From an optimization exercise on the open Yosys and OpenROAD flow, aimed at small area and a short achievable clock period; shortcuts taken in it are not production practice. Only simulation tests tie the RTL to the original design; equivalence was not proved.

==> design/flow/design.v <==
package riscv_pkg;
typedef enum bit[6:0]{ 
    R_TYPE = 7'b0110011, 
    I_TYPE = 7'b0010011, 
    S_TYPE = 7'b0100011,
    B_TYPE = 7'b1100011, 
    J_TYPE = 7'b1101111, 
    U_TYPE = 7'b0010111, 
    JALR   = 7'b1100111,
    LW     = 7'b0000011,
    LUI    = 7'b0110111
} Opcode_enum;
typedef struct packed {
   logic [31:0] rs1_data;  
   logic [31:0] rs2_data;  
   logic rs1_data_valid;   
   logic rs2_data_valid;  
   logic [5:0] rs1_tag;    
   logic [5:0] rs2_tag;   
   logic [5:0] rd_tag;     
} queue_data;
typedef struct packed {
   queue_data common_data;
   logic [6:0] opcode;
   logic [2:0] func3;
   logic [6:0] func7;
} int_queue_data;
typedef struct packed {
	queue_data common_data;
	logic [31:0] imm;
	logic load_or_store_signal;
	logic [2:0] func3;
} lw_sw_queue_data;
typedef struct packed {
   logic [31:0]  cdb_data;
   logic [5:0]   cdb_tag;
   logic         cdb_valid;
   logic         cdb_branch;
   logic         cdb_branch_taken;
} cdb_bus;
typedef struct packed {
    logic          issueque_ready;
    logic [31:0]   issueque_rs_data;
    logic [31:0]   issueque_rt_data;
    logic [5:0]    issueque_rd_tag;
    logic [6:0]    issueque_opcode;
    logic [2:0]    func3;
    logic [6:0]    func7;
    logic          issueblk_done;     
} int_issue_data_exec_unit;
typedef struct packed {
    logic          issueque_ready;
    logic [31:0]   issueque_rs_data;
    logic [31:0]   issueque_rt_data;
    logic [5:0]    issueque_rd_tag;
    logic [2:0]    issueque_opcode;
    logic          issueblk_done;     
} int_data_exec_unit;
typedef struct packed {
   logic        valid;
   logic [2:0]  opcode;
   logic [5:0]  rd_tag;
   logic [5:0]  rs_tag;
   logic [31:0] rs_data;
   logic        rs_val;
   logic [5:0]  rt_tag;
   logic [31:0] rt_data;
   logic        rt_val;
} entry_issue_queue_t;
typedef struct packed {
   logic        valid;
   logic [6:0]  opcode;
   logic [2:0]  func3;
   logic [6:0]  func7;
   logic [5:0]  rd_tag;
   logic [5:0]  rs_tag;
   logic [31:0] rs_data;
   logic        rs_val;
   logic [5:0]  rt_tag;
   logic [31:0] rt_data;
   logic        rt_val;
} entry_int_issue_queue_t;
typedef struct packed {
   logic        valid;
   lw_sw_queue_data lw_sw_data;
} entry_issue_mem_queue_t;
typedef struct packed {
    logic          issueque_ready;
    logic [31:0]   issueque_rs_data;
    logic [31:0]   issueque_imm;
    logic [31:0]   issueque_rt_data;
    logic [5:0]    issueque_rd_tag;
    logic     		 issueque_opcode;
    logic          issueblk_done;     
} mem_data_exec_unit;
endpackage
module fetchq (
	input  logic         clk,
	input  logic         rst_q,       
	input  logic         flush,       
	input  logic         wr,          
	input  logic [127:0] din,
	input  logic         nl,          
	input  logic [1:0]   rw,          
	output logic [31:0]  instr
);
logic [1:0]        pw, pr;
logic [2:0][127:0] fm;
logic [2:0]        wen;
logic [127:0]      line;
for (genvar k = 0; k < 3; k++) begin : ent
	assign wen[k] = (rst_q | flush) ? (k == 0) : (wr && pw == k);
	always_ff @(posedge clk)
		if (wen[k])
			fm[k] <= din;
end
always_ff @(posedge clk) begin
	pw <= (rst_q | flush) ? 2'd1 : (wr ? ((pw == 2'd2) ? 2'd0 : pw + 2'd1) : pw);
	pr <= (rst_q | flush) ? 2'd0 : (nl ? ((pr == 2'd2) ? 2'd0 : pr + 2'd1) : pr);
end
assign line  = (pr == 2'd0) ? fm[0] : ((pr == 2'd1) ? fm[1] : fm[2]);
assign instr = line[rw*32 +: 32];
endmodule
module tagf (
	input  logic       clk,
	input  logic       rst_q,       
	input  logic       rd,          
	input  logic       wv,          
	input  logic [5:0] wtag,
	output logic [5:0] tagout
);
logic [6:0] rp, wp;
logic       aw;                     
logic [63:0][5:0] mem;
logic [63:0] wen, oh;
logic       ow, ff, we;
assign ff = (wp[5:0] == rp[5:0]) & (wp[6] ^ rp[6]);
assign we = ~ff & wv;
for (genvar i = 0; i < 64; i++) begin : slot
	assign wen[i] = we & (wp[5:0] == i);
	always_ff @(posedge clk)
		if (wen[i])
			mem[i] <= wtag;
	assign oh[i] = (rp[5:0] == i);
end
assign ow = aw | (rp[5:0] < wp[5:0]);
always_comb begin
	tagout = 6'd0;
	for (int i = 0; i < 64; i++)
		tagout = tagout | (mem[i] & {6{oh[i]}});
	if (!ow)
		tagout = rp[5:0];
end
always_ff @(posedge clk) begin
	rp <= rst_q ? 7'd0  : rp + {6'd0, rd};
	wp <= rst_q ? 7'd64 : wp + {6'd0, we};
	aw <= ~rst_q & (aw | (we & (wp[5:0] == 6'd63)));
end
endmodule
module rstab (
	input  logic        clk,
	input  logic        rst_q,
	input  logic [4:0]  rs1, rs2,
	input  logic        ren,         
	input  logic [4:0]  rd,
	input  logic [5:0]  ntag,
	input  logic        cv,
	input  logic [5:0]  ctag,
	output logic        v1, v2,
	output logic [5:0]  t1, t2,
	output logic [31:1] hp           
);
logic [31:1]       rv;
logic [31:1][5:0]  rt;
logic [31:1]       hit, wen;
logic [31:0]       rv_x;
logic [31:0][5:0]  rt_x;
always_comb begin
	for (int i = 1; i < 32; i++)
		hit[i] = cv & rv[i] & (rt[i] == ctag);
	hp = '0;
	for (int i = 1; i < 32; i++)
		if (hit[i]) hp = 31'd1 << (i - 1);
end
for (genvar i = 1; i < 32; i++) begin : reg_
	assign wen[i] = ren & (rd == i);
	always_ff @(posedge clk) begin
		rv[i] <= ~rst_q & (wen[i] | (rv[i] & ~hp[i]));
		if (wen[i])
			rt[i] <= ntag;
	end
end
assign rv_x = {rv, 1'b0};
assign rt_x = {rt, 6'd0};
assign v1 = rv_x[rs1];
assign v2 = rv_x[rs2];
assign t1 = rt_x[rs1];
assign t2 = rt_x[rs2];
endmodule
module regf (
	input  logic        clk,
	input  logic        rst_q,
	input  logic [4:0]  rs1, rs2,
	input  logic [31:1] we,
	input  logic [31:0] wd,
	output logic [31:0] r1, r2
);
logic [31:1]       w;
logic [31:1][31:0] rf;
logic [31:1]       o1, o2;
for (genvar i = 1; i < 32; i++) begin : word
	always_ff @(posedge clk) begin
		w[i] <= ~rst_q & (w[i] | we[i]);
		if (we[i])
			rf[i] <= wd;
	end
	assign o1[i] = (rs1 == i) & w[i];
	assign o2[i] = (rs2 == i) & w[i];
end
always_comb begin
	r1 = ((rs1 == 5'd2) && !w[2]) ? 32'h7fffeffc : 32'd0;
	r2 = ((rs2 == 5'd2) && !w[2]) ? 32'h7fffeffc : 32'd0;
	for (int i = 1; i < 32; i++) begin
		r1 = r1 | (rf[i] & {32{o1[i]}});
		r2 = r2 | (rf[i] & {32{o2[i]}});
	end
end
endmodule
module sq #(
    parameter int OPW = 4
) (
    input  logic           clk,
    input  logic           rst_q,       
    input  logic           ins,         
    input  logic [OPW-1:0] n_op,
    input  logic [5:0]     n_rd,
    input  logic           n_v1,
    input  logic [31:0]    n_d1,
    input  logic           n_v2,
    input  logic [31:0]    n_d2,
    input  logic           cdb_valid,
    input  logic [5:0]     cdb_tag,
    input  logic [31:0]    cdb_data,
    input  logic           issue,       
    output logic           ready_c,
    output logic           full,
    output logic           ready_n,
    output logic [OPW-1:0] op_n,
    output logic [5:0]     rd_n,
    output logic [31:0]    a_n,
    output logic [31:0]    b_n
);
logic [3:0]            v, vp, vn;
logic [3:0][OPW-1:0]   op, opn;
logic [3:0][5:0]       rd, rdn;
logic [3:0]            v1, v2, v1w, v2w, v1n, v2n;
logic [3:0][31:0]      d1, d2, d1w, d2w, d1n, d2n;
logic [3:0]            rdy, rdyn, sh;
logic [1:0]            sel, seln;
always_comb begin
    for (int i = 0; i < 4; i++)
        rdy[i] = v[i] & v1[i] & v2[i];
    sel = 2'd0;
    for (int i = 0; i < 4; i++)
        if (rdy[i]) sel = i[1:0];
end
assign ready_c = |rdy;
assign full    = (&v) & ~issue;
always_comb begin
    for (int i = 0; i < 4; i++) begin
        v1w[i] = v1[i];
        d1w[i] = d1[i];
        v2w[i] = v2[i];
        d2w[i] = d2[i];
        if (cdb_valid && !v1[i] && d1[i][5:0] == cdb_tag) begin
            v1w[i] = 1'b1;
            d1w[i] = cdb_data;
        end
        if (cdb_valid && !v2[i] && d2[i][5:0] == cdb_tag) begin
            v2w[i] = 1'b1;
            d2w[i] = cdb_data;
        end
    end
    vp = v;
    if (issue)
        vp[sel] = 1'b0;
    sh = 4'b0;
    if (ins && !full) begin
        sh[0] = 1'b1;
        for (int i = 1; i < 4; i++)
            sh[i] = sh[i-1] & vp[i-1];
    end
    vn = vp; opn = op; rdn = rd; v1n = v1w; v2n = v2w; d1n = d1w; d2n = d2w;
    for (int i = 1; i < 4; i++)
        if (sh[i]) begin
            vn[i] = vp[i-1]; opn[i] = op[i-1]; rdn[i] = rd[i-1];
            v1n[i] = v1w[i-1]; v2n[i] = v2w[i-1]; d1n[i] = d1w[i-1]; d2n[i] = d2w[i-1];
        end
    if (sh[0]) begin
        vn[0] = 1'b1; opn[0] = n_op; rdn[0] = n_rd;
        v1n[0] = n_v1; v2n[0] = n_v2; d1n[0] = n_d1; d2n[0] = n_d2;
    end
end
always_ff @(posedge clk) begin
    v <= rst_q ? 4'b0 : vn; op <= opn; rd <= rdn; v1 <= v1n; v2 <= v2n; d1 <= d1n; d2 <= d2n;
end
always_comb begin
    for (int i = 0; i < 4; i++)
        rdyn[i] = vn[i] & v1n[i] & v2n[i];
    seln = 2'd0;
    for (int i = 0; i < 4; i++)
        if (rdyn[i]) seln = i[1:0];
end
assign ready_n = |rdyn;
assign op_n    = opn[seln];
assign rd_n    = rdn[seln];
assign a_n     = d1n[seln];
assign b_n     = d2n[seln];
endmodule
module mq (
    input  logic        clk,
    input  logic        rst_q,
    input  logic        ins,
    input  logic        n_st,
    input  logic [5:0]  n_rd,
    input  logic        n_v1,
    input  logic [5:0]  n_t1,
    input  logic [31:0] n_d1,
    input  logic        n_v2,
    input  logic [5:0]  n_t2,
    input  logic [31:0] n_d2,
    input  logic [11:0] n_imm,
    input  logic        cdb_valid,
    input  logic [5:0]  cdb_tag,
    input  logic [31:0] cdb_data,
    input  logic        issue,
    output logic        ready_c,
    output logic        full,
    output logic        ready_n,
    output logic        valid_n,     
    output logic        st_n,
    output logic [5:0]  rd_n,
    output logic [31:0] rs_n,
    output logic [31:0] rt_n,
    output logic [11:0] imm_n
);
logic [3:0]        v, vw, vn, st, stn;
logic [3:0][5:0]   rd, rdn, t1, t1n, t2, t2n;
logic [3:0]        v1, v2, v1w, v2w, v1n, v2n;
logic [3:0][31:0]  d1, d2, d1w, d2w, d1n, d2n;
logic [3:0][11:0]  imm, immn;
logic [1:0]        old, oldn;
always_comb begin
    old = 2'd0;
    for (int i = 0; i < 4; i++)
        if (v[i]) old = i[1:0];
end
assign ready_c = v[old] & v1[old] & v2[old];
assign full    = (&v) & ~issue;
always_comb begin
    for (int i = 0; i < 4; i++) begin
        v1w[i] = v1[i];
        d1w[i] = d1[i];
        v2w[i] = v2[i];
        d2w[i] = d2[i];
        if (cdb_valid && !v1[i] && t1[i] == cdb_tag) begin
            v1w[i] = 1'b1;
            d1w[i] = cdb_data;
        end
        if (cdb_valid && !v2[i] && t2[i] == cdb_tag) begin
            v2w[i] = 1'b1;
            d2w[i] = cdb_data;
        end
    end
    vw = v;
    if (issue)
        vw[old] = 1'b0;
    vn = vw; stn = st; rdn = rd; t1n = t1; t2n = t2; v1n = v1w; v2n = v2w; d1n = d1w; d2n = d2w; immn = imm;
    if (ins && !full) begin
        for (int i = 1; i < 4; i++) begin
            vn[i] = vw[i-1]; stn[i] = st[i-1]; rdn[i] = rd[i-1]; t1n[i] = t1[i-1]; t2n[i] = t2[i-1];
            v1n[i] = v1w[i-1]; v2n[i] = v2w[i-1]; d1n[i] = d1w[i-1]; d2n[i] = d2w[i-1]; immn[i] = imm[i-1];
        end
        vn[0] = 1'b1; stn[0] = n_st; rdn[0] = n_rd; t1n[0] = n_t1; t2n[0] = n_t2;
        v1n[0] = n_v1; v2n[0] = n_v2; d1n[0] = n_d1; d2n[0] = n_d2; immn[0] = n_imm;
    end
end
always_ff @(posedge clk) begin
    v <= rst_q ? 4'b0 : vn; st <= stn; rd <= rdn; t1 <= t1n; t2 <= t2n;
    v1 <= v1n; v2 <= v2n; d1 <= d1n; d2 <= d2n; imm <= immn;
end
always_comb begin
    oldn = 2'd0;
    for (int i = 0; i < 4; i++)
        if (vn[i]) oldn = i[1:0];
end
assign valid_n = |vn;
assign ready_n = vn[oldn] & v1n[oldn] & v2n[oldn];
assign st_n    = stn[oldn];
assign rd_n    = rdn[oldn];
assign rs_n    = d1n[oldn];
assign rt_n    = d2n[oldn];
assign imm_n   = immn[oldn];
endmodule
module alu (
	input  logic [3:0]  op,
	input  logic [31:0] a, b,
	output logic [31:0] y,
	output logic        br,
	output logic        taken
);
localparam logic [3:0] A_SUB  = 4'd1;
localparam logic [3:0] A_SLT  = 4'd2;
localparam logic [3:0] A_XOR  = 4'd3;
localparam logic [3:0] A_OR   = 4'd4;
localparam logic [3:0] A_AND  = 4'd5;
localparam logic [3:0] A_SLL  = 4'd6;
localparam logic [3:0] A_SRL  = 4'd7;
localparam logic [3:0] A_SLLI = 4'd8;
localparam logic [3:0] A_SRLI = 4'd9;
localparam logic [3:0] A_BEQ  = 4'd10;
localparam logic [3:0] A_BNE  = 4'd11;
localparam logic [3:0] A_BNO  = 4'd12;
logic        sub, left, zero_sh;
logic [31:0] s, sa, sr, sl;
logic        lt;
assign sub  = (op == A_SUB) | (op == A_SLT);
assign s    = a + (sub ? ~b : b) + {31'd0, sub};
assign lt   = (a[31] != b[31]) ? a[31] : s[31];
assign left = (op == A_SLL) | (op == A_SLLI);
assign zero_sh = ((op == A_SLL) | (op == A_SRL)) & (|b[31:5]);
always_comb begin
	for (int i = 0; i < 32; i++) sa[i] = left ? a[31-i] : a[i];
	sr = sa >> b[4:0];
	for (int i = 0; i < 32; i++) sl[i] = left ? sr[31-i] : sr[i];
	case (op)
		A_SLT:   y = {31'd0, lt};
		A_XOR:   y = a ^ b;
		A_OR:    y = a | b;
		A_AND:   y = a & b;
		A_SLL, A_SRL, A_SLLI, A_SRLI: y = zero_sh ? 32'd0 : sl;
		default: y = s;
	endcase
end
assign br    = (op == A_BEQ) | (op == A_BNE) | (op == A_BNO);
assign taken = (op == A_BEQ) ? (a == b) : ((op == A_BNE) ? (a != b) : 1'b0);
endmodule
module dmem (
	input  logic        clk,
	input  logic        rst_q,
	input  logic        we,
	input  logic [4:0]  wa,
	input  logic [31:0] wd,
	input  logic [4:0]  ra,
	output logic [31:0] rdata
);
logic [31:0]       w, wen, oh;
logic [31:0][31:0] ram;
for (genvar i = 0; i < 32; i++) begin : word
	assign wen[i] = we & (wa == i);
	always_ff @(posedge clk) begin
		w[i] <= ~rst_q & (w[i] | wen[i]);
		if (wen[i])
			ram[i] <= wd;
	end
end
always_comb begin
	for (int i = 0; i < 32; i++)
		oh[i] = (ra == i[4:0]) & w[i];
	rdata = 32'd0;
	for (int i = 0; i < 32; i++)
		rdata = rdata | (ram[i] & {32{oh[i]}});
	if (we && wa == ra)
		rdata = wd;
end
endmodule
module mulp (
    input  logic        clk,
    input  logic [31:0] a,
    input  logic [31:0] b,
    input  logic [5:0]  tag,
    output logic [31:0] p,
    output logic [5:0]  pt
);
logic [31:0] ma, mb, p1, p2;
logic [5:0]  mt, t1, t2;
logic [31:0] prod;
mulc core (.a(ma), .b(mb), .p(prod));
always_ff @(posedge clk) begin
    ma <= a;
    mb <= b;
    mt <= tag;
    p1 <= prod;
    t1 <= mt;
    p2 <= p1;
    t2 <= t1;
    p  <= p2;
    pt <= t2;
end
endmodule
module mulc (input logic [31:0] a, b, output logic [31:0] p);
logic [15:0] one, two, neg;
logic [15:0][31:0] row;
always_comb begin
	for (int i = 0; i < 16; i++) begin
		logic bm1, b0, b1;
		bm1 = (i == 0) ? 1'b0 : b[2*i-1];
		b0  = b[2*i];
		b1  = b[2*i+1];
		one[i] = b0 ^ bm1;
		two[i] = (b1 & ~b0 & ~bm1) | (~b1 & b0 & bm1);
		neg[i] = b1 & ~(b0 & bm1);
		row[i] = '0;
		for (int j = 0; j < 32 - 2*i; j++)
			row[i][j + 2*i] = ((one[i] & a[j]) | (two[i] & ((j == 0) ? 1'b0 : a[j-1]))) ^ neg[i];
	end
	p = 32'd0;
	for (int i = 0; i < 16; i++)
		p = p + row[i] + ({31'd0, neg[i]} << (2*i));
end
endmodule
module divp #(
    parameter logic [31:0] BND = (32'd1 << 5)  | (32'd1 << 11) | (32'd1 << 15) | (32'd1 << 19) |
                                 (32'd1 << 22) | (32'd1 << 25) | (32'd1 << 28)
) (
    input  logic        clk,
    input  logic [31:0] a,       
    input  logic [31:0] b,       
    input  logic [5:0]  tag,
    output logic [31:0] q,
    output logic [5:0]  qt
);
for (genvar j = 1; j <= 32; j++) begin : st
    logic [j-1:0] rc, ro;        
    logic [31:0]  nqc, nqo;      
    logic [31:0]  dd;            
    logic [31:0]  dout;
    logic [5:0]   tin, tout;
    logic [j-1:0] tt;
    logic [j:0]   sb;
    logic         hz, ge;
    logic [31:0]  nqi;
    if (j == 1) begin : first
        assign nqi = a;
        assign dd  = b;
        assign tin = tag;
        assign tt  = nqi[31];
    end else begin : next
        assign nqi = st[j-1].nqo;
        assign dd  = st[j-1].dout;
        assign tin = st[j-1].tout;
        assign tt  = {st[j-1].ro, nqi[31]};
    end
    if (j < 32) begin : hzc
        assign hz = ~|dd[31:j];
    end else begin : hzl
        assign hz = 1'b1;
    end
    assign sb  = {1'b0, tt} - {1'b0, dd[j-1:0]};
    assign ge  = hz & ~sb[j];
    assign rc  = ge ? sb[j-1:0] : tt;
    assign nqc = {nqi[30:0], ge};
    if (BND[j-1]) begin : rg
        always_ff @(posedge clk) begin
            ro   <= rc;
            nqo  <= nqc;
            dout <= dd;
            tout <= tin;
        end
    end else begin : cb
        assign ro   = rc;
        assign nqo  = nqc;
        assign dout = dd;
        assign tout = tin;
    end
end
assign q  = st[32].nqo;
assign qt = st[32].tout;
endmodule
module risc_v_superscalar(
	input logic clk,
	input logic rst,
	output logic [27:0]  imem_line_addr,	 
	input  logic [127:0] imem_line,		 
	output logic [31:0]  cdb_data,
	output logic [5:0]   cdb_tag,
	output logic         cdb_valid,
	output logic         cdb_branch,
	output logic         cdb_branch_taken
);
localparam logic [6:0] OP_R    = 7'b0110011;
localparam logic [6:0] OP_I    = 7'b0010011;
localparam logic [6:0] OP_S    = 7'b0100011;
localparam logic [6:0] OP_B    = 7'b1100011;
localparam logic [6:0] OP_J    = 7'b1101111;
localparam logic [6:0] OP_U    = 7'b0010111;
localparam logic [6:0] OP_JALR = 7'b1100111;
localparam logic [6:0] OP_LW   = 7'b0000011;
localparam logic [6:0] OP_LUI  = 7'b0110111;
localparam logic [3:0] A_ADD  = 4'd0;
localparam logic [3:0] A_SUB  = 4'd1;
localparam logic [3:0] A_SLT  = 4'd2;
localparam logic [3:0] A_XOR  = 4'd3;
localparam logic [3:0] A_OR   = 4'd4;
localparam logic [3:0] A_AND  = 4'd5;
localparam logic [3:0] A_SLL  = 4'd6;    
localparam logic [3:0] A_SRL  = 4'd7;
localparam logic [3:0] A_SLLI = 4'd8;    
localparam logic [3:0] A_SRLI = 4'd9;
localparam logic [3:0] A_BEQ  = 4'd10;
localparam logic [3:0] A_BNE  = 4'd11;
localparam logic [3:0] A_BNO  = 4'd12;   
logic rst_q;    
always_ff @(posedge clk)
	rst_q <= rst;
logic [31:0] cp_data, cq_data, cn_data;
logic [5:0]  cp_tag, cq_tag, cn_tag;
logic        cp_valid, cq_valid, cn_valid, cp_branch, cq_branch, cn_branch, cp_taken, cq_taken, cn_taken;
logic [31:0] pcq, pcq_n;    
logic [31:0] pcx;           
always_ff @(posedge clk or posedge rst) begin
	if (rst) begin
		cp_data   <= '0;
		cp_tag    <= '0;
		cp_valid  <= 1'b0;
		cp_branch <= 1'b0;
		cp_taken  <= 1'b0;
		pcx       <= 32'd0;
	end else begin
		cp_data   <= rst_q ? 32'd0 : cn_data;
		cp_tag    <= rst_q ? 6'd0 : cn_tag;
		cp_valid  <= ~rst_q & cn_valid;
		cp_branch <= ~rst_q & cn_branch;
		cp_taken  <= ~rst_q & cn_taken;
		pcx       <= rst_q ? 32'h000010 : (pcq_n ^ 32'h400000);
	end
end
always_ff @(posedge clk) begin
	cq_data   <= rst_q ? 32'd0 : cn_data;
	cq_tag    <= rst_q ? 6'd0 : cn_tag;
	cq_valid  <= ~rst_q & cn_valid;
	cq_branch <= ~rst_q & cn_branch;
	cq_taken  <= ~rst_q & cn_taken;
end
assign pcq              = pcx ^ 32'h400000;
assign imem_line_addr   = pcq[31:4];
assign cdb_data         = cp_data;
assign cdb_tag          = cp_tag;
assign cdb_valid        = cp_valid;
assign cdb_branch       = cp_branch;
assign cdb_branch_taken = cp_taken;
logic [31:0] pco, pco_n;                  
logic [2:0]  wpl, wpl_n;                  
logic [4:0]  rp, rp_n;                    
logic        jmp, jmp_n;                  
logic        stall, stall_n;              
logic [31:0] tgt, tgt_n;                  
logic        lru, lru_n;
logic [4:1]  mv, mv_n;                    
logic [7:1]  dv, dv_n;                    
logic        we_q, we_n;                  
logic [4:0]  wa_q, wa_n;
logic [31:0] wd_q, wd_n;
always_ff @(posedge clk) begin
	pco   <= rst_q ? 32'h400004 : pco_n;
	wpl   <= rst_q ? 3'd1 : wpl_n;
	rp    <= rst_q ? 5'd1 : rp_n;
	jmp   <= ~rst_q & jmp_n;
	stall <= ~rst_q & stall_n;
	lru   <= rst_q | lru_n;
	mv    <= rst_q ? 4'd0 : mv_n;
	dv    <= rst_q ? 7'd0 : dv_n;
	we_q  <= ~rst_q & we_n;
	wa_q  <= wa_n;
	wd_q  <= wd_n;
end
logic iq_ins, xq_ins, dq_ins, mq_ins;
logic iq_rc, xq_rc, dq_rc, mq_rc;        
logic iq_full, xq_full, dq_full, mq_full;
logic iq_rn, xq_rn, dq_rn, mq_rn;        
logic is_int, is_mem, is_mult, is_div;   
logic in_int, in_mem, in_mult, in_div;   
logic        full, empty, rd_en, wr;
logic [1:0]  widx;
logic [31:0] instr, i2d;
assign full  = jmp ? 1'b0 : ((wpl[1:0] + 2'd1) == rp[3:2]);
assign empty = (wpl == rp[4:2]);
assign rd_en = ~stall | ~iq_full | ~mq_full | ~xq_full | ~dq_full;
assign wr    = ~full & rd_en;
assign widx  = jmp ? (rp[1:0] + 2'd1) : rp[1:0];
fetchq fetch_lines (
	.clk(clk), .rst_q(rst_q), .flush(jmp), .wr(wr), .din(imem_line),
	.nl(rp_n[4:2] != rp[4:2]), .rw(widx), .instr(instr)
);
assign i2d   = (empty | stall) ? 32'b0 : instr;
always_comb begin
	wpl_n = wpl;
	if (jmp)
		wpl_n = 3'd1;
	else if (wr)
		wpl_n = wpl + 3'd1;
	if (jmp)
		rp_n = {3'b000, tgt[3:2]};
	else if (rp[4:2] == 3'd0 || (rd_en && !empty))
		rp_n = rp + 5'd1;
	else
		rp_n = rp;
	pco_n = jmp ? tgt : (rd_en ? pco + 32'd4 : pco);
end
logic [6:0]  opc, f7;
logic [4:0]  rd, rs1, rs2;
logic [2:0]  f3;
logic        o_r, o_i, o_s, o_b, o_j, o_u, o_jalr, o_lw, o_lui;
logic        rd_en_dec;
logic [31:0] imm, bj;
assign opc = i2d[6:0];
assign rd  = i2d[11:7];
assign f3  = i2d[14:12];
assign rs1 = i2d[19:15];
assign rs2 = i2d[24:20];
assign f7  = i2d[31:25];
assign o_r    = opc == OP_R;
assign o_i    = opc == OP_I;
assign o_s    = opc == OP_S;
assign o_b    = opc == OP_B;
assign o_j    = opc == OP_J;
assign o_u    = opc == OP_U;
assign o_jalr = opc == OP_JALR;
assign o_lw   = opc == OP_LW;
assign o_lui  = opc == OP_LUI;
assign rd_en_dec = (o_r | o_i | o_u | o_j | o_lw) & (rd != 5'd0);
always_comb begin
	if (o_i | o_jalr | o_lw) imm = {{20{i2d[31]}}, i2d[31:20]};
	else if (o_b)            imm = {{20{i2d[31]}}, i2d[7], i2d[30:25], i2d[11:8], 1'b0};
	else if (o_s)            imm = {{21{i2d[31]}}, i2d[30:25], i2d[11:7]};
	else if (o_j)            imm = {{12{i2d[31]}}, i2d[19:12], i2d[20], i2d[30:21], 1'b0};
	else if (o_u)            imm = {i2d[31:12], 12'b0};
	else                     imm = 32'b0;
end
assign bj = pco + imm;
assign jmp_n   = o_j | cq_taken;
assign tgt_n   = (o_b | o_j) ? bj : tgt;
always_ff @(posedge clk)
	if (o_b | o_j)
		tgt <= bj;
always_comb begin
	if (cq_branch && jmp) stall_n = 1'b0;
	else if (o_b)           stall_n = 1'b1;
	else if (cq_branch)     stall_n = 1'b0;
	else                    stall_n = stall;
end
assign pcq_n = jmp_n ? tgt_n : (pcq + (full ? 32'd0 : 32'd16));
logic [5:0] tagout;
tagf tag_fifo (.clk(clk), .rst_q(rst_q), .rd(rd_en_dec), .wv(cq_valid), .wtag(cq_tag), .tagout(tagout));
logic        v1, v2;
logic [5:0]  t1, t2;
logic [31:0] r1, r2;
logic [31:1] hp;
logic        sel1, sel2, val1, val2;
logic [31:0] d1, d2;
rstab status_table (
	.clk(clk), .rst_q(rst_q), .rs1(rs1), .rs2(rs2), .ren(rd_en_dec), .rd(rd), .ntag(tagout),
	.cv(cq_valid), .ctag(cq_tag), .v1(v1), .v2(v2), .t1(t1), .t2(t2), .hp(hp)
);
regf reg_file (.clk(clk), .rst_q(rst_q), .rs1(rs1), .rs2(rs2), .we(hp), .wd(cq_data), .r1(r1), .r2(r2));
assign sel1 = cq_valid & v1 & (t1 == cq_tag);
assign sel2 = cq_valid & v2 & (t2 == cq_tag);
assign d1   = sel1 ? cq_data : r1;
assign d2   = sel2 ? cq_data : r2;
assign val1 = ~v1 | sel1;
assign val2 = ~v2 | sel2;
logic [3:0]  aop;
logic [31:0] q1, q2;       
logic        iv2;
logic [31:0] id2;
always_comb begin
	aop = A_ADD;
	if (o_r) begin
		case ({f3, f7})
			10'b000_0100000: aop = A_SUB;
			10'b001_0000000: aop = A_SLL;
			10'b010_0000000: aop = A_SLT;
			10'b011_0000000: aop = A_SLT;
			10'b100_0000000: aop = A_XOR;
			10'b101_0100000: aop = A_SRL;
			10'b101_0000000: aop = A_SRL;
			10'b110_0000000: aop = A_OR;
			10'b111_0000000: aop = A_AND;
			default:         aop = A_ADD;
		endcase
	end else if (o_i) begin
		case (f3)
			3'b010, 3'b011: aop = A_SLT;
			3'b100:         aop = A_XOR;
			3'b110:         aop = A_OR;
			3'b111:         aop = A_AND;
			3'b001:         aop = A_SLLI;
			3'b101:         aop = A_SRLI;
			default:        aop = A_ADD;
		endcase
	end else if (o_b) begin
		case (f3)
			3'b000:  aop = A_BEQ;
			3'b001:  aop = A_BNE;
			default: aop = A_BNO;
		endcase
	end
end
assign q1  = val1 ? d1 : {26'd0, t1};
assign q2  = val2 ? d2 : {26'd0, t2};
assign iv2 = (o_i | o_lui) ? 1'b1 : val2;
assign id2 = (o_i | o_lui) ? imm : q2;
assign iq_ins = o_r ? !((f3 == 3'd4 || f3 == 3'd0) && f7 == 7'd1) : (o_i | o_lui | o_jalr | o_b | o_u);
assign xq_ins = o_r & (f3 == 3'd0) & (f7 == 7'd1);
assign dq_ins = o_r & (f3 == 3'd4) & (f7 == 7'd1);
assign mq_ins = o_lw | o_s;
logic [3:0]  iq_op;
logic [5:0]  iq_rd, xq_rd, dq_rd, mq_rd;
logic [31:0] iq_a, iq_b, xq_a, xq_b, dq_a, dq_b, mq_rs, mq_rt;
logic [11:0] mq_imm;
logic        mq_vn, mq_st;
logic        xq_op_unused, dq_op_unused;
sq #(.OPW(4)) int_q (
	.clk(clk), .rst_q(rst_q), .ins(iq_ins),
	.n_op(aop), .n_rd(tagout), .n_v1(val1), .n_d1(q1), .n_v2(iv2), .n_d2(id2),
	.cdb_valid(cq_valid), .cdb_tag(cq_tag), .cdb_data(cq_data),
	.issue(is_int), .ready_c(iq_rc), .full(iq_full),
	.ready_n(iq_rn), .op_n(iq_op), .rd_n(iq_rd), .a_n(iq_a), .b_n(iq_b)
);
sq #(.OPW(1)) mult_q (
	.clk(clk), .rst_q(rst_q), .ins(xq_ins),
	.n_op(1'b0), .n_rd(tagout), .n_v1(val1), .n_d1(q1), .n_v2(val2), .n_d2(q2),
	.cdb_valid(cq_valid), .cdb_tag(cq_tag), .cdb_data(cq_data),
	.issue(is_mult), .ready_c(xq_rc), .full(xq_full),
	.ready_n(xq_rn), .op_n(xq_op_unused), .rd_n(xq_rd), .a_n(xq_a), .b_n(xq_b)
);
sq #(.OPW(1)) div_queue (
	.clk(clk), .rst_q(rst_q), .ins(dq_ins),
	.n_op(1'b0), .n_rd(tagout), .n_v1(val1), .n_d1(q1), .n_v2(val2), .n_d2(q2),
	.cdb_valid(cq_valid), .cdb_tag(cq_tag), .cdb_data(cq_data),
	.issue(is_div), .ready_c(dq_rc), .full(dq_full),
	.ready_n(dq_rn), .op_n(dq_op_unused), .rd_n(dq_rd), .a_n(dq_a), .b_n(dq_b)
);
mq mem_q (
	.clk(clk), .rst_q(rst_q), .ins(mq_ins),
	.n_st(~o_lw), .n_rd(tagout), .n_v1(val1), .n_t1(t1), .n_d1(d1),
	.n_v2(o_lw | val2), .n_t2(t2), .n_d2(d2), .n_imm(imm[11:0]),
	.cdb_valid(cq_valid), .cdb_tag(cq_tag), .cdb_data(cq_data),
	.issue(is_mem), .ready_c(mq_rc), .full(mq_full),
	.ready_n(mq_rn), .valid_n(mq_vn), .st_n(mq_st), .rd_n(mq_rd),
	.rs_n(mq_rs), .rt_n(mq_rt), .imm_n(mq_imm)
);
always_comb begin
	is_int = 1'b0; is_mem = 1'b0; is_mult = 1'b0; is_div = 1'b0;
	if (dq_rc && !dv[7])
		is_div = 1'b1;
	else if (xq_rc && !dv[3])
		is_mult = 1'b1;
	else if (!(mv[4] | dv[7])) begin
		if (iq_rc && (lru || !mq_rc))
			is_int = 1'b1;
		else if (mq_rc)
			is_mem = 1'b1;
	end
end
assign lru_n = is_int ? 1'b0 : (is_mem ? 1'b1 : lru);
assign mv_n  = {mv[3:1], is_mult};
assign dv_n  = {dv[6:1], is_div};
always_comb begin
	in_int = 1'b0; in_mem = 1'b0; in_mult = 1'b0; in_div = 1'b0;
	if (dq_rn && !dv[6])
		in_div = 1'b1;
	else if (xq_rn && !dv[2])
		in_mult = 1'b1;
	else if (!(mv[3] | dv[6])) begin
		if (iq_rn && (lru_n || !mq_rn))
			in_int = 1'b1;
		else if (mq_rn)
			in_mem = 1'b1;
	end
end
logic [31:0] alu_y;
logic        ibr, btaken;
alu int_alu (.op(iq_op), .a(iq_a), .b(iq_b), .y(alu_y), .br(ibr), .taken(btaken));
logic [31:0] maddr;
logic        m_in1, m_gpio, m_stack;
logic [4:0]  ma;
logic [31:0] mdata;
assign maddr   = mq_rs + {{20{mq_imm[11]}}, mq_imm};
assign m_in1   = (maddr >= 32'h10010000) && (maddr < 32'h10040000);
assign m_gpio  = m_in1 && (maddr >= 32'h10010020) && (maddr <= 32'h10010038);
assign m_stack = !m_in1 && (maddr >= 32'h10040000) && (maddr < 32'h7fffeffc);
assign ma      = maddr[6:2] - (m_gpio ? 5'd8 : (m_stack ? 5'd10 : 5'd0));
logic [31:0] ram_q;
dmem data_mem (.clk(clk), .rst_q(rst_q), .we(we_q), .wa(wa_q), .wd(wd_q), .ra(ma), .rdata(ram_q));
assign we_n  = mq_vn & mq_st;
assign wa_n  = ma;
assign wd_n  = mq_rt;
assign mdata = m_gpio ? 32'd0 : ram_q;
logic [31:0] mul_res, div_res;
logic [5:0]  mul_t, div_t;
mulp mul_unit (.clk(clk), .a(xq_a), .b(xq_b), .tag(xq_rd), .p(mul_res), .pt(mul_t));
divp div_unit (.clk(clk), .a(dq_a), .b(dq_b), .tag(dq_rd), .q(div_res), .qt(div_t));
always_comb begin
	cn_data = 32'd0; cn_tag = 6'd0; cn_valid = 1'b0; cn_branch = 1'b0; cn_taken = 1'b0;
	if (in_int) begin
		if (ibr) begin
			cn_branch = 1'b1;
			cn_taken  = btaken;
		end else begin
			cn_data  = alu_y;
			cn_tag   = iq_rd;
			cn_valid = 1'b1;
		end
	end else if (in_mem) begin
		if (!mq_st) begin
			cn_data  = mdata;
			cn_tag   = mq_rd;
			cn_valid = 1'b1;
		end
	end else if (mv[3]) begin
		cn_data  = mul_res;
		cn_tag   = mul_t;
		cn_valid = 1'b1;
	end else if (dv[6]) begin
		cn_data  = div_res;
		cn_tag   = div_t;
		cn_valid = 1'b1;
	end
end
endmodule
==> design/flow/flow/run.sh <==
#!/bin/bash
# Layout flow. Every step is the standard flow (standard.sh), with these changes:
#  1. Synthesis: the standard synthesis runs first (synth_standard.log). Then the same
#     synthesis runs again in orfs_area/ with one file changed in a copy of ORFS's scripts:
#     abc_speed.script is replaced by abc_map.script, which maps the logic for area, without
#     ABC's buffering and gate sizing towards a delay target (timing repair in the layout sizes
#     the gates that need it). match_regs.py checks that both netlists have the same registers
#     (the same Q nets, each in the same cell type) and names them as the standard synthesis
#     does; only then does this netlist replace the standard one. Otherwise the standard netlist
#     is kept.
#  2. Layout (standard.log): the port buffers are buf_4 cells (buffer_ports picks a clkdlybuf4s50
#     delay cell otherwise), and timing repair (after CTS and after global routing) works on every
#     path longer than 20 ns. The constraints stay the design's (95 ns clock, same I/O delays).
# Each tool's output goes to the logs named above and ORFS's own logs under orfs*/logs.
set -euo pipefail
W=$PWD
R=$W/orfs/results/$FLOW_PLATFORM/risc_v_superscalar/base
RA=$W/orfs_area/results/$FLOW_PLATFORM/risc_v_superscalar/base

bash standard.sh synth > synth_standard.log 2>&1
cp "$R/1_2_yosys.v" netlist_standard.v

rm -rf scripts_area
cp -r "$FLOW_HOME/scripts" scripts_area
cp flow/abc_map.script scripts_area/abc_speed.script
sed -e "s#WORK_HOME=[^ ]*#WORK_HOME=$W/orfs_area SCRIPTS_DIR=$W/scripts_area#" standard.sh > synth_area.sh
if bash synth_area.sh synth > synth_area.log 2>&1 &&
   python3 flow/match_regs.py netlist_standard.v "$RA/1_2_yosys.v" netlist_area.v > match_regs.log 2>&1; then
  cp netlist_area.v "$R/1_2_yosys.v"
  rm -f "$R/1_synth.odb" "$R/1_synth.sdc"
  echo "area netlist used" >> match_regs.log
else
  echo "standard netlist kept" >> match_regs.log
fi

bash standard.sh "BUFFER_PORTS_ARGS=-buffer_cell sky130_fd_sc_hd__buf_4" SETUP_SLACK_MARGIN=75 finish > standard.log 2>&1
==> design/flow/flow/abc_map.script <==
strash
&get -n
&fraig -x
&put
scorr
dc2
strash
&get -n
&dch -f
&nf
&put
==> design/flow/flow/match_regs.py <==
#!/usr/bin/env python3
"""Name the registers of a second synthesis of the same design as the standard synthesis names them.

usage: match_regs.py STANDARD.v OTHER.v OUT.v

Both netlists are Yosys-written, flattened, mapped to sky130 cells. A register is an instance of a
flip-flop cell (sky130_fd_sc_hd__df*, edf*, sdf*); it is identified by the net on its Q pin. The
script exits with status 1, writing nothing, unless both netlists have the same registers: the same
Q nets, each in the same cell type, and nothing but Q as a register output. Otherwise it writes
OTHER.v to OUT.v with each register instance renamed to the standard netlist's name for it (any
other instance that would clash with such a name gets a new name).
"""
import re
import sys

INST = re.compile(r'^(\s*)(sky130_fd_sc_hd__\w+)\s+(\\\S+|[A-Za-z_][\w$]*)\s*\(\s*$')
PIN = re.compile(r'\.(\w+)\(\s*(.*?)\s*\)')
FLOP = re.compile(r'^sky130_fd_sc_hd__(e?df|sdf)\w*$')


def parse(path):
    lines = open(path).read().split('\n')
    insts = []   # (line index, cell, name, {pin: net})
    i = 0
    while i < len(lines):
        m = INST.match(lines[i])
        if m:
            cell, name = m.group(2), m.group(3)
            j = i
            body = []
            while not lines[j].rstrip().endswith(');'):
                j += 1
                body.append(lines[j])
            pins = dict(PIN.findall(' '.join(body)))
            insts.append((i, cell, name, pins))
            i = j + 1
        else:
            i += 1
    return lines, insts


def regs(insts, path):
    out = {}
    for _, cell, name, pins in insts:
        if FLOP.match(cell):
            outs = [p for p in pins if p in ('Q', 'Q_N')]
            if outs != ['Q']:
                sys.exit(f'{path}: register {name} ({cell}) does not drive exactly its Q pin')
            q = pins['Q']
            if q in out:
                sys.exit(f'{path}: two registers on net {q}')
            out[q] = (name, cell)
    return out


def main():
    std_path, oth_path, out_path = sys.argv[1:4]
    _, std_insts = parse(std_path)
    oth_lines, oth_insts = parse(oth_path)
    std = regs(std_insts, std_path)
    oth = regs(oth_insts, oth_path)
    if set(std) != set(oth):
        sys.exit(f'register Q nets differ: {len(std)} vs {len(oth)}, '
                 f'{sorted(set(std) ^ set(oth))[:10]}')
    for q in std:
        if std[q][1] != oth[q][1]:
            sys.exit(f'register on {q}: cell {std[q][1]} vs {oth[q][1]}')
    wanted = {oth[q][0]: std[q][0] for q in std}          # other name -> standard name
    reg_names = set(wanted.values())
    used = {name for _, _, name, _ in oth_insts}
    renames = {}
    for _, cell, name, _ in oth_insts:
        if name in wanted:
            renames[name] = wanted[name]
        elif name in reg_names:
            k = 0
            while f'{name}_m{k}' in used or f'{name}_m{k}' in reg_names:
                k += 1
            renames[name] = f'{name}_m{k}'
            used.add(renames[name])
    if len(set(renames.values())) != len(renames):
        sys.exit('renaming would give two instances one name')

    def fmt(n):
        return n + ' ' if n.startswith('\\') else n

    for idx, cell, name, _ in oth_insts:
        if name in renames:
            ind = INST.match(oth_lines[idx]).group(1)
            oth_lines[idx] = f'{ind}{cell} {fmt(renames[name])} ('
    open(out_path, 'w').write('\n'.join(oth_lines))
    print(f'{len(std)} registers matched, {sum(1 for n in renames if n in wanted and renames[n] != n)} '
          f'renamed, {sum(1 for n in renames if n not in wanted)} other instances renamed')


main()
==> design/flow/standard.sh <==
#!/bin/bash
# synth_recipe.tcl (not shown) runs the flow's synth.tcl, then flattens the netlist and writes it again
# the make line also repeats each setting of config.mk as NAME=value (left out here)
make -C /OpenROAD-flow-scripts/flow DESIGN_CONFIG=/design/flow/config.mk WORK_HOME=/design/flow/orfs CLKGATE_MAP_FILE= SYNTH_SCRIPT=/design/flow/synth_recipe.tcl "${@:-finish}"
==> design/flow/config.mk <==
export PLATFORM = sky130hd
export DESIGN_NAME = risc_v_superscalar
export DESIGN_NICKNAME = risc_v_superscalar
export VERILOG_FILES = /design/flow/design.v
export SDC_FILE = /design/flow/constraint.sdc
export NUM_CORES = 8
export LEC_CHECK = 0
export CAP_MARGIN = 30
export CORE_MARGIN = 2
export CORE_UTILIZATION = 40
export CTS_CLUSTER_DIAMETER = 100
export CTS_CLUSTER_SIZE = 20
export PLACE_DENSITY = 0.6
export SLEW_MARGIN = 30
==> design/flow/constraint.sdc <==
create_clock -name core_clock -period 95.0 [get_ports {clk}]
set_input_delay 19.0000 -clock core_clock [delete_from_list [all_inputs] [get_ports {clk}]]
set_output_delay 19.0000 -clock core_clock [all_outputs]
set_load 0.01 [all_outputs]
==> flow_metrics.tcl, run 1 <==
set metrics [dict create \
    arrival_ns 1.59 \
    hp-class "flop to flop" \
    cts_num_sinks 5408 \
    routed-wl-met3_um 123000 \
    top_layer_used "met5" \
    wl_met1_um 377000 \
    rr_startpoint "rp[0]" \
    die_w_um 791 \
    netlist_instances 21300 \
    yosys_warnings 13 \
    fmax_mhz 48.6 \
    crit_buf_inv 1 \
    drc 0 \
    drt-initial-drc-count 32800 \
    endpoint_kind "output pin" \
    cp-start-kind "flop" \
    cp_top_family "flip-flops" \
    dieArea_um2 626000 \
    fin_nets 23600 \
    cts_buffers 315 \
    cts_root_buf "clkbuf_16" \
    antenna_found_initial 135 \
    first_global_vias 187000 \
    clock_path_buffers 4 \
    area_growth_pct 11.7 \
    wl_met2_um 405000 \
    start_util_pct 40.1 \
    vias 199000 \
    hold_buffers 0 \
    syn_nets 22400 \
    crit_required_ns 76.00 \
    worstHoldStart "div_unit.st[20].nqo[9]" \
    syn_area_um2 248000 \
    drtAntennaViolNets 0 \
    grt_overflow 0 \
    die_h_um 791 \
    cp_cell_sequence "buf_6" \
    finalCritPeriodShare_pct 21.7 \
    slowest_stage "dfrtp_2" \
    worst_pin_slew_ns 1.13 \
    dp_cells 30300 \
    rsz0062_at_grt "true" \
    avgSynthCellArea_um2 11.7 \
    io_pins 199 \
    hold_viol_final 0 \
    clk_pin_slew_ns 0.09 \
    cp_max_fo 4 \
    critPathMaxStageDelay_ns 0.44 \
    fin_worst_skew_ns 0.140 \
    clk_latency_ns 1.10 \
    io_buffer_count 198 \
    drt-pass1-iter-count 13 \
    drive_above_1_share_pct 7.84 \
    slew_headroom_pct 23.9 \
    row_count 289 \
    worst-setup-path-type "flop to output pin" \
    viasPerCell 6.44 \
    dp_hpwl_um 618000 \
    maxCapViolations 0 \
    grt_max_degree 130 \
    tns_ns 0 \
    setup_viol 0 \
    final_cells 30900 \
    grt_pass1_wl_um 1370000 \
    wirelength_um 976000 \
    startpoint "pcx[6]" \
    cts_tree "built" \
    h-tree-depth 5 \
    outcome "timing/DRC/antenna clean" \
    avgRoutedWirePerCell_um 31.6 \
    fillCellCount 56900 \
    gp_congestion 0.947 \
    maxSlewViolCount 0 \
    period_needed_ns 20.59 \
    postLayoutCoreUtil_pct 44.7 \
    core_um2 618000 \
    track_usage_pct 29.9 \
]
## state kept, by name, indices dropped and copies added (netlist names), 42 cells and up, named ones only
signal / flops
int_q.d2: 128
mem_q.d1: 128
div_unit.st.dout: 224
data_mem.ram: 1024
mult_q.d2: 128
tag_fifo.mem: 384
div_unit.st.nqo: 224
int_q.d1: 128
mult_q.d1: 128
div_unit.st.ro: 132
div_queue.d1: 128
div_unit.st.tout: 42
status_table.rt: 186
mem_q.imm: 48
fetch_lines.fm: 384
reg_file.rf: 992
mem_q.d2: 128
div_queue.d2: 128
## cells in the final DEF (no fill, tap or decap), drive strengths merged, types with 56 or more instances in the layout
master / count
dfxtp: 2317
fa: 234
o21ai: 1240
o21bai: 87
nand2b: 279
a211oi: 56
nand2: 1707
o211ai: 136
a22o: 113
edfxtp: 3022
dfrtp: 69
nor2: 1649
a222oi: 651
and3: 107
mux2i: 1142
buf: 923
nand3: 312
xor2: 345
a21oi: 1477
clkinv: 783
ha: 815
nor4: 107
xnor2: 596
diode: 86
mux2: 412
nor3: 431
o221ai: 138
nor2b: 144
nand4: 367
a221oi: 448
a31oi: 65
clkbuf: 449
and2: 80
a21o: 334
o22ai: 227
a22oi: 677
o31ai: 71
## path summary, 6_finish.rpt
check,end,slack (ns),cells past startpoint
max,imem_line_addr[2],74.41,1
max reg2reg,div_unit.st[6].ro[1],76.29,70
min in group asynchronous,cp_data[15],18.06,2
max in group asynchronous,pcx[23],75.69,3
min,div_unit.st[23].nqo[12],0.28,0
min reg2reg,div_unit.st[23].nqo[12],0.28,0
## what timing repair did
item                                   in CTS  in global routing
endpoints found under the hold margin       0                  0
resized for setup                          72                 15
buffers inserted                           24                 15
pin swaps                                   0                  1
setup endpoints to repair                  69                106
## per-layer routing
metal | up-vias | global-route usage (%)
met3 | 3036 | 8.44
li1 | 85000 | -
met4 | 98 | 16.8
met2 | 13400 | 44.0
met1 | 97400 | 39.5
met5 | - | 0.160
## stage by stage
step                      hold slack (ns)  area (um2)  setup slack [ns]
after floorplan                     0.310      248000             69.62
after global placement              0.310      266000             74.61
after detailed placement            0.312      266000             74.65
after CTS                           0.282      276000             74.32
after global routing                0.284      276000             74.35
final                               0.277      277000             74.41
## layout make-up
type	instances	area [um2]	share of cell area, %
inverter	780	2970	1.07
clock inverter	45	708	0.256
clock buffer	448	8470	3.06
timing repair buffer	924	7340	2.65
sequential	5408	139000	50.3
multi-input combinational	15000	108000	38.9
antenna	86	215	0.0778
tap	8148	10200	3.68
==> inputs of run 2 (changes only) <==
--- a/design/flow/flow/run.sh
+++ b/design/flow/flow/run.sh
@@ -2,12 +2,12 @@
 # Layout flow. Every step is the standard flow (standard.sh), with these changes:
 #  1. Synthesis: the standard synthesis runs first (synth_standard.log). Then the same
 #     synthesis runs again in orfs_area/ with one file changed in a copy of ORFS's scripts:
-#     abc_speed.script is replaced by abc_map.script, which maps the logic for area, without
-#     ABC's buffering and gate sizing towards a delay target (timing repair in the layout sizes
-#     the gates that need it). match_regs.py checks that both netlists have the same registers
-#     (the same Q nets, each in the same cell type) and names them as the standard synthesis
-#     does; only then does this netlist replace the standard one. Otherwise the standard netlist
-#     is kept.
+#     abc_speed.script is replaced by abc_map.script, which is the same ABC script without its
+#     last steps (buffering and gate sizing towards ABC's delay target) and with area recovery
+#     in its last mapping; the layout's timing repair sizes the gates that need it.
+#     match_regs.py checks that both netlists have the same registers (the same Q nets, each in
+#     the same cell type) and names them as the standard synthesis does; only then does this
+#     netlist replace the standard one. Otherwise the standard netlist is kept.
 #  2. Layout (standard.log): the port buffers are buf_4 cells (buffer_ports picks a clkdlybuf4s50
 #     delay cell otherwise), and timing repair (after CTS and after global routing) works on every
 #     path longer than 20 ns. The constraints stay the design's (95 ns clock, same I/O delays).
==> design/flow/flow/abc_map.script (replaced) <==
&get -n
&st
&dch
&nf
&st
&syn2
&if -g -K 6
&synch2
&nf
&st
&syn2
&if -g -K 6
&synch2
&nf
&st
&syn2
&if -g -K 6
&synch2
&nf
&st
&syn2
&if -g -K 6
&synch2
&nf
&st
&syn2
&if -g -K 6
&synch2
&nf -R 1000
&put
==> flow_metrics.tcl, run 2 <==
set metrics [dict create \
    outcome "failed layout checks" \
    so_faults "antenna rules" \
    register_area_um2 139000 \
    fmax_mhz 48.3 \
    io_buffer_count 198 \
    core_um2 620000 \
    maxSlewViolCount 0 \
    dieArea_um2 629000 \
    reg_top3 "data_mem.ram: 1024 flops, reg_file.rf: 992 flops" \
    postLayoutCoreUtil_pct 45.1 \
    rsz0062_at_grt "true" \
    start_util_pct 40.2 \
    setup_slack_ns 74.30 \
    maxCapViolations 0 \
    cp-start-kind "flop" \
    grt_pass1_wl_um 1540000 \
    fin_nets 25100 \
    grt_max_degree 130 \
    cp_top_family "flip-flops" \
    cts_tree "built" \
    worst_pin_slew_ns 1.17 \
    startpoint "cp_data[8]" \
    cts_num_sinks 5408 \
    clock_path_buffers 4 \
    fin_worst_skew_ns 0.0986 \
    hold_buffers 0 \
    track_usage_pct 34.2 \
    tns_ns 0 \
    worst-setup-path-type "flop to output pin" \
    cts_buffers 317 \
    crit_required_ns 76.00 \
    pre_cts_ws_ns 74.57 \
    worstHoldStart "mul_unit.mt[3]" \
    rr_startpoint "jmp" \
    h-tree-depth 5 \
    yosys_warnings 13 \
    multi_input_area_um2 109000 \
    layout_commonest_cell "edfxtp_1" \
    gp_congestion 1.01 \
    top_register "data_mem.ram" \
    setup_viol 0 \
    die_w_um 793 \
    syn_area_um2 249000 \
    drive_above_1_share_pct 8.04 \
    fillCellCount 57700 \
    largest_reg_flops 1024 \
    layout_common_cells "edfxtp_1 (3,022), nor2_1 (2,441), nand2_1 (2,244)" \
    vias 212000 \
    grt_overflow 0 \
    finalCritPeriodShare_pct 21.8 \
    slew_headroom_pct 19.5 \
    cp_cell_sequence "buf_6" \
    first_global_vias 195000 \
    viasPerCell 6.51 \
    endpoint_kind "output pin" \
    critPathMaxStageDelay_ns 0.50 \
    avgRoutedWirePerCell_um 34.5 \
    period_needed_ns 20.70 \
    row_count 289 \
    avgSynthCellArea_um2 11.0 \
    arrival_ns 1.70 \
    drc 0 \
    hold_viol_final 0 \
    final_cells 32500 \
    clk_pin_slew_ns 0.09 \
    dp_cells 31800 \
    wirelength_um 1120000 \
    hp-class "flop to flop" \
    netlist_instances 22500 \
    drtAntennaViolNets 2 \
    area_growth_pct 12.2 \
    io_pins 199 \
    clk_latency_ns 1.11 \
    drt-initial-drc-count 36000 \
    timing.hold.ws_ns 0.306 \
    drt-pass1-iter-count 17 \
    cp_max_fo 1 \
    crit_buf_inv 1 \
    syn_nets 23700 \
    die_h_um 793 \
    cts_root_buf "clkbuf_16" \
    antenna_found_initial 152 \
    slowest_stage "dfrtp_2" \
    dp_hpwl_um 738000 \
]
[run 2: final cells by class]
cell class / instances / area share, %
Sequential cell: 5408 / 49.8
Multi-Input combinational cell: 16300 / 38.9
Tap cell: 8293 / 3.71
Timing Repair Buffer: 1068 / 3.08
Clock buffer: 468 / 3.07
Inverter: 787 / 1.08
Clock inverter: 49 / 0.266
Antenna cell: 132 / 0.118
[run 2: path summary, 6_finish.rpt]
path | endpoint | slack (ns) | cells past startpoint
max | cdb_data[8] | 74.30 | 1
min | mul_unit.t1[3] | 0.31 | 0
min in group asynchronous | pcx[17] | 18.08 | 2
min reg2reg | mul_unit.t1[3] | 0.31 | 0
max reg2reg | cp_data[9] | 75.93 | 70
max in group asynchronous | cp_data[5] | 75.86 | 3
[run 2: through the flow]
step / area, um2
after floorplan: 249000
after global placement: 268000
after detailed placement: 269000
after CTS: 279000
after global routing: 279000
final: 279000
[run 2: per-layer routing]
layer | part of all wire, % | up-vias | wire length [um] | GRT usage (%)
met3 | 14 | 4207 | 151000 | 11.8
met1 | 37 | 103000 | 414000 | 43.5
met5 | 0.076 | - | 851 | 0.613
met4 | 8.2 | 80 | 91500 | 21.6
met2 | 41 | 15900 | 462000 | 49.8
li1 | - | 88300 | - | -
[run 2: what timing repair did]
action | in CTS | in global routing
setup buffers | 23 | 8
pin swaps | 0 | 1
setup endpoints to repair | 69 | 113
gates cloned | 0 | 2
resized for setup | 72 | 18
==> inputs of run 3 (changes only) <==
--- a/design/flow/design.v
+++ b/design/flow/design.v
@@ -613,42 +613,35 @@
 logic rst_q;    
 always_ff @(posedge clk)
 	rst_q <= rst;
-logic [31:0] cp_data, cq_data, cn_data;
-logic [5:0]  cp_tag, cq_tag, cn_tag;
-logic        cp_valid, cq_valid, cn_valid, cp_branch, cq_branch, cn_branch, cp_taken, cq_taken, cn_taken;
+logic [31:0] cq_data, cn_data;
+logic [5:0]  cq_tag, cn_tag;
+logic        cq_valid, cn_valid, cq_branch, cn_branch, cq_taken, cn_taken;
 logic [31:0] pcq, pcq_n;    
 logic [31:0] pcx;           
 always_ff @(posedge clk or posedge rst) begin
 	if (rst) begin
-		cp_data   <= '0;
-		cp_tag    <= '0;
-		cp_valid  <= 1'b0;
-		cp_branch <= 1'b0;
-		cp_taken  <= 1'b0;
+		cq_data   <= '0;
+		cq_tag    <= '0;
+		cq_valid  <= 1'b0;
+		cq_branch <= 1'b0;
+		cq_taken  <= 1'b0;
 		pcx       <= 32'd0;
 	end else begin
-		cp_data   <= rst_q ? 32'd0 : cn_data;
-		cp_tag    <= rst_q ? 6'd0 : cn_tag;
-		cp_valid  <= ~rst_q & cn_valid;
-		cp_branch <= ~rst_q & cn_branch;
-		cp_taken  <= ~rst_q & cn_taken;
+		cq_data   <= rst_q ? 32'd0 : cn_data;
+		cq_tag    <= rst_q ? 6'd0 : cn_tag;
+		cq_valid  <= ~rst_q & cn_valid;
+		cq_branch <= ~rst_q & cn_branch;
+		cq_taken  <= ~rst_q & cn_taken;
 		pcx       <= rst_q ? 32'h000010 : (pcq_n ^ 32'h400000);
 	end
 end
-always_ff @(posedge clk) begin
-	cq_data   <= rst_q ? 32'd0 : cn_data;
-	cq_tag    <= rst_q ? 6'd0 : cn_tag;
-	cq_valid  <= ~rst_q & cn_valid;
-	cq_branch <= ~rst_q & cn_branch;
-	cq_taken  <= ~rst_q & cn_taken;
-end
 assign pcq              = pcx ^ 32'h400000;
 assign imem_line_addr   = pcq[31:4];
-assign cdb_data         = cp_data;
-assign cdb_tag          = cp_tag;
-assign cdb_valid        = cp_valid;
-assign cdb_branch       = cp_branch;
-assign cdb_branch_taken = cp_taken;
+assign cdb_data         = cq_data;
+assign cdb_tag          = cq_tag;
+assign cdb_valid        = cq_valid;
+assign cdb_branch       = cq_branch;
+assign cdb_branch_taken = cq_taken;
 logic [31:0] pco, pco_n;                  
 logic [2:0]  wpl, wpl_n;                  
 logic [4:0]  rp, rp_n;                    
==> flow_metrics.tcl, run 3 <==
set metrics [dict create \
    syn_area_um2 248000 \
    grt_max_degree 112 \
    cp_max_fo 3 \
    cp-start-kind "flop" \
    h-tree-depth 5 \
    cp_top_family "flip-flops" \
    clk_pin_slew_ns 0.09 \
    fin_nets 25100 \
    slew_headroom_pct 15.2 \
    cts_root_buf "clkbuf_16" \
    maxCapViolations 0 \
    die_h_um 792 \
    fillCellCount 57600 \
    netlist_instances 22500 \
    core_um2 619000 \
    avgRoutedWirePerCell_um 33.7 \
    drtAntennaViolNets 0 \
    track_usage_pct 33.6 \
    yosys_warnings 13 \
    fin_worst_skew_ns 0.183 \
    largest_reg_flops 1024 \
    setup_slack_ns 74.11 \
    avgSynthCellArea_um2 11.0 \
    maxSlewViolCount 0 \
    drc 0 \
    finalCritPeriodShare_pct 22.0 \
    dieArea_um2 627000 \
    outcome "timing/DRC/antenna clean" \
    arrival_ns 1.89 \
    io_buffer_count 198 \
    grt_overflow 0 \
    reg_top3 "data_mem.ram: 1024 flops, reg_file.rf: 992 flops" \
    pre_cts_ws_ns 74.32 \
    grt_pass1_wl_um 1510000 \
    cp_cell_sequence "buf_6" \
    drt-pass1-iter-count 14 \
    rsz0062_at_grt "true" \
    area_growth_pct 13.0 \
    drive_above_1_share_pct 8.71 \
    start_util_pct 40.1 \
    crit_required_ns 76.00 \
    layout_commonest_cell "edfxtp_1" \
    io_pins 199 \
    clock_path_buffers 4 \
    vias 211000 \
    endpoint_kind "output pin" \
    slowest_stage "dfrtp_4" \
    cts_buffers 316 \
    hp-class "flop to flop" \
    antenna_found_initial 148 \
    crit_buf_inv 1 \
    worst_pin_slew_ns 1.26 \
    row_count 289 \
    layout_common_cells "edfxtp_1 (3,022), nor2_1 (2,816), dfxtp_1 (2,244)" \
    cts_tree "built" \
    top_register "data_mem.ram" \
    die_w_um 792 \
    worst-setup-path-type "flop to output pin" \
    cts_num_sinks 5367 \
    syn_nets 23700 \
    first_global_vias 195000 \
    setup_viol 0 \
    tns_ns 0 \
    hold_viol_final 0 \
    viasPerCell 6.48 \
    gp_congestion 1.01 \
    critPathMaxStageDelay_ns 0.59 \
    wirelength_um 1100000 \
    drt-initial-drc-count 35600 \
    hold_buffers 0 \
    clk_latency_ns 1.15 \
    period_needed_ns 20.89 \
    dp_hpwl_um 709000 \
    fmax_mhz 47.9 \
]
run 3: final cells by class:
type | count | area, um2 | area share, %
sequential | 5367 | 138000 | 49.3
multi-input combinational | 16300 | 109000 | 39.0
tap | 8293 | 10400 | 3.70
antenna | 202 | 505 | 0.180
timing repair buffer | 1167 | 9620 | 3.43
inverter | 830 | 3150 | 1.12
clock buffer | 428 | 8420 | 3.00
clock inverter | 48 | 851 | 0.303
run 3: worst paths after layout:
check / from / endpoint / slack, ns / depth (start not counted)
max: cq_tag[0] / cdb_tag[0] / 74.11 / 1
min: div_unit.st[12].nqo[4] / div_unit.st[16].nqo[8] / 0.29 / 0
max reg2reg: jmp / cq_data[23] / 76.06 / 77
min reg2reg: div_unit.st[12].nqo[4] / div_unit.st[16].nqo[8] / 0.29 / 0
max in group asynchronous: rst / cq_data[22] / 75.30 / 4
min in group asynchronous: rst / pcx[31] / 17.95 / 2
run 3: layer usage:
layer	GRT usage [%]	routed length (um)	vias up
met5	0.628	722	-
met4	19.5	81400	76
met3	13.0	162000	3770
met2	48.1	447000	15800
met1	43.0	408000	103000
li1	-	-	88500
run 3: per-stage QoR:
step	hold slack (ns)	utilization (%)	cell area (um2)	cells
2_1_floorplan	0.310	-	249000	22500
3_3_place_gp	0.310	43.4	269000	31800
3_5_place_dp	0.312	43.5	269000	31800
4_1_cts	0.270	45.2	280000	32400
5_1_grt	0.287	45.3	280000	32500
6_report	0.286	45.3	281000	32600
run 3: timing repair:
action | in CTS | in global routing
setup endpoints to repair | 69 | 120
gates cloned | 0 | 2
setup buffers | 97 | 5
gates resized for setup | 69 | 13
pin swaps | 0 | 2

port drivers added, routing unchanged:
How much do the figures lean on ideal ports? The routed layouts below were timed once more, with nothing changed but the port constraints.
Step 1 (the two cells are an assumption about what drives the block):
set clk [get_ports {clk}]
set_driving_cell -lib_cell sky130_fd_sc_hd__clkbuf_16 $clk
set_driving_cell -lib_cell sky130_fd_sc_hd__buf_2 [delete_from_list [all_inputs] $clk]
Step 2 moves the port delays by t, midway between the first and last clock arrival at a register: inputs arrive t later, outputs are due t later. That takes back most of the time a late clock gives input paths.
Slacks: ideal ports / drivers / drivers and shift; pairs: ideal ports / drivers.
| run | t (ns) | setup slack, ns | worst setup path at the end |
|---|---|---|---|
| run 1 | 1.177 | 74.410 / 74.265 / 74.635 | input, reset recovery |
| run 2 | 1.197 | 74.299 / 74.160 / 74.785 | input, reset recovery |
| run 3 | 1.218 | 74.109 / 73.951 / 74.220 | input, reset recovery |
Setup slack includes reset recovery checks.
